Context: an optimization exercise on an open-source flow, tuned for small area, a short achievable clock period and few clock cycles per item. The choices shown serve that exercise and are no tape-out recipe.
The RTL was checked by simulation tests, not by an equivalence proof against the original design.

v36:
==> flow/design.v <==
`timescale 1ns / 1ps
module top_sha(input clk,rst,byte_rdy,byte_stop,input [7:0] data_in,
					output overflow_err,output [255:0] Hash_Digest, output hashing_done
    );
	localparam [31:0] IV0 = 32'h6a09e667, IV1 = 32'hbb67ae85,
	                  IV2 = 32'h3c6ef372, IV3 = 32'ha54ff53a,
	                  IV4 = 32'h510e527f, IV5 = 32'h9b05688c,
	                  IV6 = 32'h1f83d9ab, IV7 = 32'h5be0cd19;
	function [31:0] csa_s;
		input [31:0] x, y, z;
		csa_s = x ^ y ^ z;
	endfunction
	function [31:0] csa_c;
		input [31:0] x, y, z;
		csa_c = {((x & y) | (z & (x | y))), 1'b0} ;
	endfunction
	reg [5:0] len;           
	reg       stp;           
	reg [6:0] lcnt;          
	reg [6:0] kidx;          
	reg       kst;           
	reg       ev;            
	reg       av;            
	reg       elast;         
	reg       efin;          
	reg       afin;          
	reg [1:0] ac;            
	reg       done_r;
	reg       ovf_r;
	reg [31:0] w1,w2,w3,w4,w5,w6,w7,w8,w9,w10,w11,w12,w13,w14,w15;
	reg [31:0] X;            
	reg [31:0] KW;           
	reg [31:0] T1;           
	reg [31:0] a,b,c,d,e,f,g,h;
	wire [5:0] len_nx = len + 6'd1;
	wire ld_msg = byte_rdy & (len[1:0] == 2'd3);
	wire ld_pad = (stp | byte_stop) & (lcnt < 7'd67) & ~kst;
	wire kstep  = kst | ld_pad;
	wire ld     = ld_msg | ld_pad;
	wire sh     = (byte_rdy & (len[1:0] == 2'd0) & (len != 6'd0)) |
	              (ld_pad & ~((lcnt == {3'd0, len[5:2]}) & (len[1:0] != 2'd0)));
	reg [31:0] padw;
	always @(*) begin
		case (len[1:0])
			2'd0: padw = 32'h80000000;
			2'd1: padw = {w15[7:0], 24'h800000};
			2'd2: padw = {w15[15:0], 16'h8000};
			default: padw = {w15[23:0], 8'h80};
		endcase
	end
	wire [31:0] s0w = {w2[6:0],w2[31:7]} ^ {w2[17:0],w2[31:18]} ^ (w2 >> 3);
	wire [31:0] s1w = {w15[16:0],w15[31:17]} ^ {w15[18:0],w15[31:19]} ^ (w15 >> 10);
	wire [31:0] xs1 = csa_s(w10, w1, s0w);
	wire [31:0] xc1 = csa_c(w10, w1, s0w);
	wire [31:0] wexp = csa_s(xs1, xc1, s1w) + csa_c(xs1, xc1, s1w);
	reg [31:0] wpad;
	always @(*) begin
		if (lcnt[6])
			wpad = 32'd0;
		else if (lcnt[5:4] != 2'd0)
			wpad = X;
		else if (lcnt[3:0] == len[5:2])
			wpad = padw;
		else if (lcnt[3:0] == 4'd15)
			wpad = {23'd0, len, 3'd0};
		else
			wpad = 32'd0;
	end
	wire [31:0] wnew = byte_rdy ? {w15[23:0], data_in} : wpad;
	wire [31:0] wkw  = kst ? w15 : wpad;
	reg [31:0] K;
	always @(*) begin
		case (kidx)
			7'd0: K = 32'h428a2f98; 7'd1: K = 32'h71374491; 7'd2: K = 32'hb5c0fbcf; 7'd3: K = 32'he9b5dba5;
			7'd4: K = 32'h3956c25b; 7'd5: K = 32'h59f111f1; 7'd6: K = 32'h923f82a4; 7'd7: K = 32'hab1c5ed5;
			7'd8: K = 32'hd807aa98; 7'd9: K = 32'h12835b01; 7'd10: K = 32'h243185be; 7'd11: K = 32'h550c7dc3;
			7'd12: K = 32'h72be5d74; 7'd13: K = 32'h80deb1fe; 7'd14: K = 32'h9bdc06a7; 7'd15: K = 32'hc19bf174;
			7'd16: K = 32'he49b69c1; 7'd17: K = 32'hefbe4786; 7'd18: K = 32'h0fc19dc6; 7'd19: K = 32'h240ca1cc;
			7'd20: K = 32'h2de92c6f; 7'd21: K = 32'h4a7484aa; 7'd22: K = 32'h5cb0a9dc; 7'd23: K = 32'h76f988da;
			7'd24: K = 32'h983e5152; 7'd25: K = 32'ha831c66d; 7'd26: K = 32'hb00327c8; 7'd27: K = 32'hbf597fc7;
			7'd28: K = 32'hc6e00bf3; 7'd29: K = 32'hd5a79147; 7'd30: K = 32'h06ca6351; 7'd31: K = 32'h14292967;
			7'd32: K = 32'h27b70a85; 7'd33: K = 32'h2e1b2138; 7'd34: K = 32'h4d2c6dfc; 7'd35: K = 32'h53380d13;
			7'd36: K = 32'h650a7354; 7'd37: K = 32'h766a0abb; 7'd38: K = 32'h81c2c92e; 7'd39: K = 32'h92722c85;
			7'd40: K = 32'ha2bfe8a1; 7'd41: K = 32'ha81a664b; 7'd42: K = 32'hc24b8b70; 7'd43: K = 32'hc76c51a3;
			7'd44: K = 32'hd192e819; 7'd45: K = 32'hd6990624; 7'd46: K = 32'hf40e3585; 7'd47: K = 32'h106aa070;
			7'd48: K = 32'h19a4c116; 7'd49: K = 32'h1e376c08; 7'd50: K = 32'h2748774c; 7'd51: K = 32'h34b0bcb5;
			7'd52: K = 32'h391c0cb3; 7'd53: K = 32'h4ed8aa4a; 7'd54: K = 32'h5b9cca4f; 7'd55: K = 32'h682e6ff3;
			7'd56: K = 32'h748f82ee; 7'd57: K = 32'h78a5636f; 7'd58: K = 32'h84c87814; 7'd59: K = 32'h8cc70208;
			7'd60: K = 32'h90befffa; 7'd61: K = 32'ha4506ceb; 7'd62: K = 32'hbef9a3f7; 7'd63: K = 32'h177fcb71;
			7'd64: K = IV7; 7'd65: K = IV6; 7'd66: K = IV5; default: K = 32'd0;
		endcase
	end
	wire [31:0] hsel = ev ? g : h;
	wire [31:0] ks1 = csa_s(K, wkw, hsel);
	wire [31:0] kc1 = csa_c(K, wkw, hsel);
	wire [31:0] kw_nx = ks1 + kc1;
	wire [31:0] S0 = {a[1:0],a[31:2]} ^ {a[12:0],a[31:13]} ^ {a[21:0],a[31:22]};
	wire [31:0] S1 = {e[5:0],e[31:6]} ^ {e[10:0],e[31:11]} ^ {e[24:0],e[31:25]};
	wire [31:0] MJ = (a & b) | (c & (a | b));
	wire [31:0] CH = (e & f) | (~e & g);
	wire [31:0] dsel = av ? c : d;
	wire [31:0] us = csa_s(KW, CH, S1);
	wire [31:0] uc = csa_c(KW, CH, S1);
	wire [31:0] e_nx  = csa_s(us, uc, dsel) + csa_c(us, uc, dsel);
	wire [31:0] t1k = elast ? 32'h18fb93e8 : 32'd0;
	wire [31:0] t1_nx = csa_s(us, uc, t1k) + csa_c(us, uc, t1k);
	wire [31:0] ak  = (ac == 2'd0) ? IV3 : (ac == 2'd1) ? IV2 : IV1;
	wire [31:0] ax0 = afin ? 32'd0 : S0;
	wire [31:0] ax1 = afin ? ak : MJ;
	wire [31:0] ax2 = afin ? d : T1;
	wire [31:0] a_nx  = csa_s(ax0, ax1, ax2) + csa_c(ax0, ax1, ax2);
	always @(posedge clk) begin
		if (!rst) begin
			len <= 6'd0;
			stp <= 1'b0;
			lcnt <= 7'd0;
			kidx <= 7'd0;
			efin <= 1'b0;
			kst <= 1'b0;
			ev <= 1'b0;
			av <= 1'b0;
			elast <= 1'b0;
			afin <= 1'b0;
			ac <= 2'd0;
			done_r <= 1'b0;
			ovf_r <= 1'b0;
		end else begin
			if (byte_rdy) begin
				len <= len_nx;
			end
			if (byte_stop) stp <= 1'b1;
			ovf_r <= ((byte_rdy ? len_nx : len) == 6'd55) & ~byte_stop;
			if (ld) lcnt <= lcnt + 7'd1;
			kst <= ld_msg;
			ev <= kstep;
			av <= ev;
			if (kstep) begin
				kidx <= kidx + 7'd1;
				elast <= (kidx == 7'd63);
				efin <= kidx[6];
			end
			if (ev) afin <= efin;
			if (av & afin) ac <= ac + 2'd1;
			if (av & afin & (ac == 2'd2)) done_r <= 1'b1;
		end
	end
	always @(posedge clk) begin
		KW <= kw_nx;
		T1 <= t1_nx;
		X <= wexp;
	end
	always @(posedge clk) begin
		if (sh) begin
			w1 <= w2; w2 <= w3; w3 <= w4; w4 <= w5; w5 <= w6; w6 <= w7; w7 <= w8;
			w8 <= w9; w9 <= w10; w10 <= w11; w11 <= w12; w12 <= w13; w13 <= w14; w14 <= w15;
		end
		if (byte_rdy | ld_pad)
			w15 <= wnew;
	end
	always @(posedge clk) begin
		if (!rst) begin
			a <= IV0; b <= IV1; c <= IV2; d <= IV3;
			e <= IV4; f <= IV5; g <= IV6; h <= IV7;
		end else begin
			if (av) begin
				a <= a_nx; b <= a; c <= b; d <= c;
			end
			if (ev) begin
				e <= efin ? KW : e_nx;
				f <= e; g <= f; h <= g;
			end
		end
	end
	assign Hash_Digest = {d, a, b, c, h, e, f, g};
	assign hashing_done = done_r;
	assign overflow_err = ovf_r;
endmodule
export LEC_CHECK = 0
export ABC_AREA = 1
export CAP_MARGIN = 20
export CORE_MARGIN = 2
export CORE_UTILIZATION = 40
export SETUP_SLACK_MARGIN = 4.3
export SLEW_MARGIN = 20
create_clock -name core_clock -period 8.0 [get_ports {clk}]
standard.sh (not shown) runs the stock make flow with config.mk's settings and CLKGATE_MAP_FILE= SYNTH_SCRIPT=/design/flow/synth_recipe.tcl, a recipe that flattens the netlist after the stock synthesis.
==> flow/flow/run.sh <==
#!/bin/bash
# Standard layout, with the smallest buffer on the ports.
set -euo pipefail
export BUFFER_PORTS_ARGS="-buffer_cell sky130_fd_sc_hd__buf_1"
bash standard.sh > standard_make.log 2>&1
Testbench counts of v36, summed over its fixed seeds: cycles 34,898, items 384.
> inputs changed (v36 -> v30)
diff --git a/flow/design.v b/flow/design.v
--- a/flow/design.v
+++ b/flow/design.v
@@ -34,8 +34,7 @@
 	reg [31:0] a,b,c,d,e,f,g,h;
 	wire [5:0] len_nx = len + 6'd1;
 	wire ld_msg = byte_rdy & (len[1:0] == 2'd3);
-	wire ld_pad = (stp | byte_stop) & (lcnt < 7'd67) & ~kst;
-	wire kstep  = kst | ld_pad;
+	wire ld_pad = (stp | byte_stop) & (lcnt < 7'd67);
 	wire ld     = ld_msg | ld_pad;
 	wire sh     = (byte_rdy & (len[1:0] == 2'd0) & (len != 6'd0)) |
 	              (ld_pad & ~((lcnt == {3'd0, len[5:2]}) & (len[1:0] != 2'd0)));
@@ -53,21 +52,21 @@
 	wire [31:0] xs1 = csa_s(w10, w1, s0w);
 	wire [31:0] xc1 = csa_c(w10, w1, s0w);
 	wire [31:0] wexp = csa_s(xs1, xc1, s1w) + csa_c(xs1, xc1, s1w);
-	reg [31:0] wpad;
+	reg [31:0] wnew;
 	always @(*) begin
-		if (lcnt[6])
-			wpad = 32'd0;
+		if (byte_rdy)
+			wnew = {w15[23:0], data_in};
+		else if (lcnt[6])
+			wnew = 32'd0;
 		else if (lcnt[5:4] != 2'd0)
-			wpad = X;
+			wnew = X;
 		else if (lcnt[3:0] == len[5:2])
-			wpad = padw;
+			wnew = padw;
 		else if (lcnt[3:0] == 4'd15)
-			wpad = {23'd0, len, 3'd0};
+			wnew = {23'd0, len, 3'd0};
 		else
-			wpad = 32'd0;
+			wnew = 32'd0;
 	end
-	wire [31:0] wnew = byte_rdy ? {w15[23:0], data_in} : wpad;
-	wire [31:0] wkw  = kst ? w15 : wpad;
 	reg [31:0] K;
 	always @(*) begin
 		case (kidx)
@@ -91,8 +90,8 @@
 		endcase
 	end
 	wire [31:0] hsel = ev ? g : h;
-	wire [31:0] ks1 = csa_s(K, wkw, hsel);
-	wire [31:0] kc1 = csa_c(K, wkw, hsel);
+	wire [31:0] ks1 = csa_s(K, w15, hsel);
+	wire [31:0] kc1 = csa_c(K, w15, hsel);
 	wire [31:0] kw_nx = ks1 + kc1;
 	wire [31:0] S0 = {a[1:0],a[31:2]} ^ {a[12:0],a[31:13]} ^ {a[21:0],a[31:22]};
 	wire [31:0] S1 = {e[5:0],e[31:6]} ^ {e[10:0],e[31:11]} ^ {e[24:0],e[31:25]};
@@ -131,10 +130,10 @@
 			if (byte_stop) stp <= 1'b1;
 			ovf_r <= ((byte_rdy ? len_nx : len) == 6'd55) & ~byte_stop;
 			if (ld) lcnt <= lcnt + 7'd1;
-			kst <= ld_msg;
-			ev <= kstep;
+			kst <= ld;
+			ev <= kst;
 			av <= ev;
-			if (kstep) begin
+			if (kst) begin
 				kidx <= kidx + 7'd1;
 				elast <= (kidx == 7'd63);
 				efin <= kidx[6];
### Flow results
v36 → v30: routability congestion estimate from global placement went up 1.4%, wire length of the first global-routing pass shrank by about 1.2%, detailed router's first-iteration violation count higher, area of the die went down by 0.72%, non-clock buffering overhead in the final layout now smaller. Beginning of the critical path: w2[19] -> v30, w2[25] -> v36.
Testbench counts of v30, summed over its fixed seeds: cycles 35,171, items 384.

[afterwards: timing with drivers on the ports]
In the flow no input, the clock included, has a driving cell. The finished layouts below were timed again as built, in two steps. Step 1 (the two cells are an assumption about what drives the block):
set clk [get_ports {clk}]
set_driving_cell -lib_cell sky130_fd_sc_hd__clkbuf_16 $clk
set_driving_cell -lib_cell sky130_fd_sc_hd__buf_2 [delete_from_list [all_inputs] $clk]
Step 2 times the ports against the registers' clock, not the clock port: input delays grow and output delays shrink by t, the midpoint of the rising clock arrivals with the driver on. a / b / c = ideal / step 1 / step 2; a / b = the first two.
run	t, ns	setup slack, ns	clock arrival spread, ns
v36	0.795	4.229 / 4.229 / 3.594	0.056 / 0.057
v30	0.789	4.350 / 4.350 / 3.618	0.054 / 0.054
After both steps every run listed still meets setup and hold. The setup slack of v30, which loses most, moves by 0.000 ns with the drivers and by -0.732 ns with both steps.
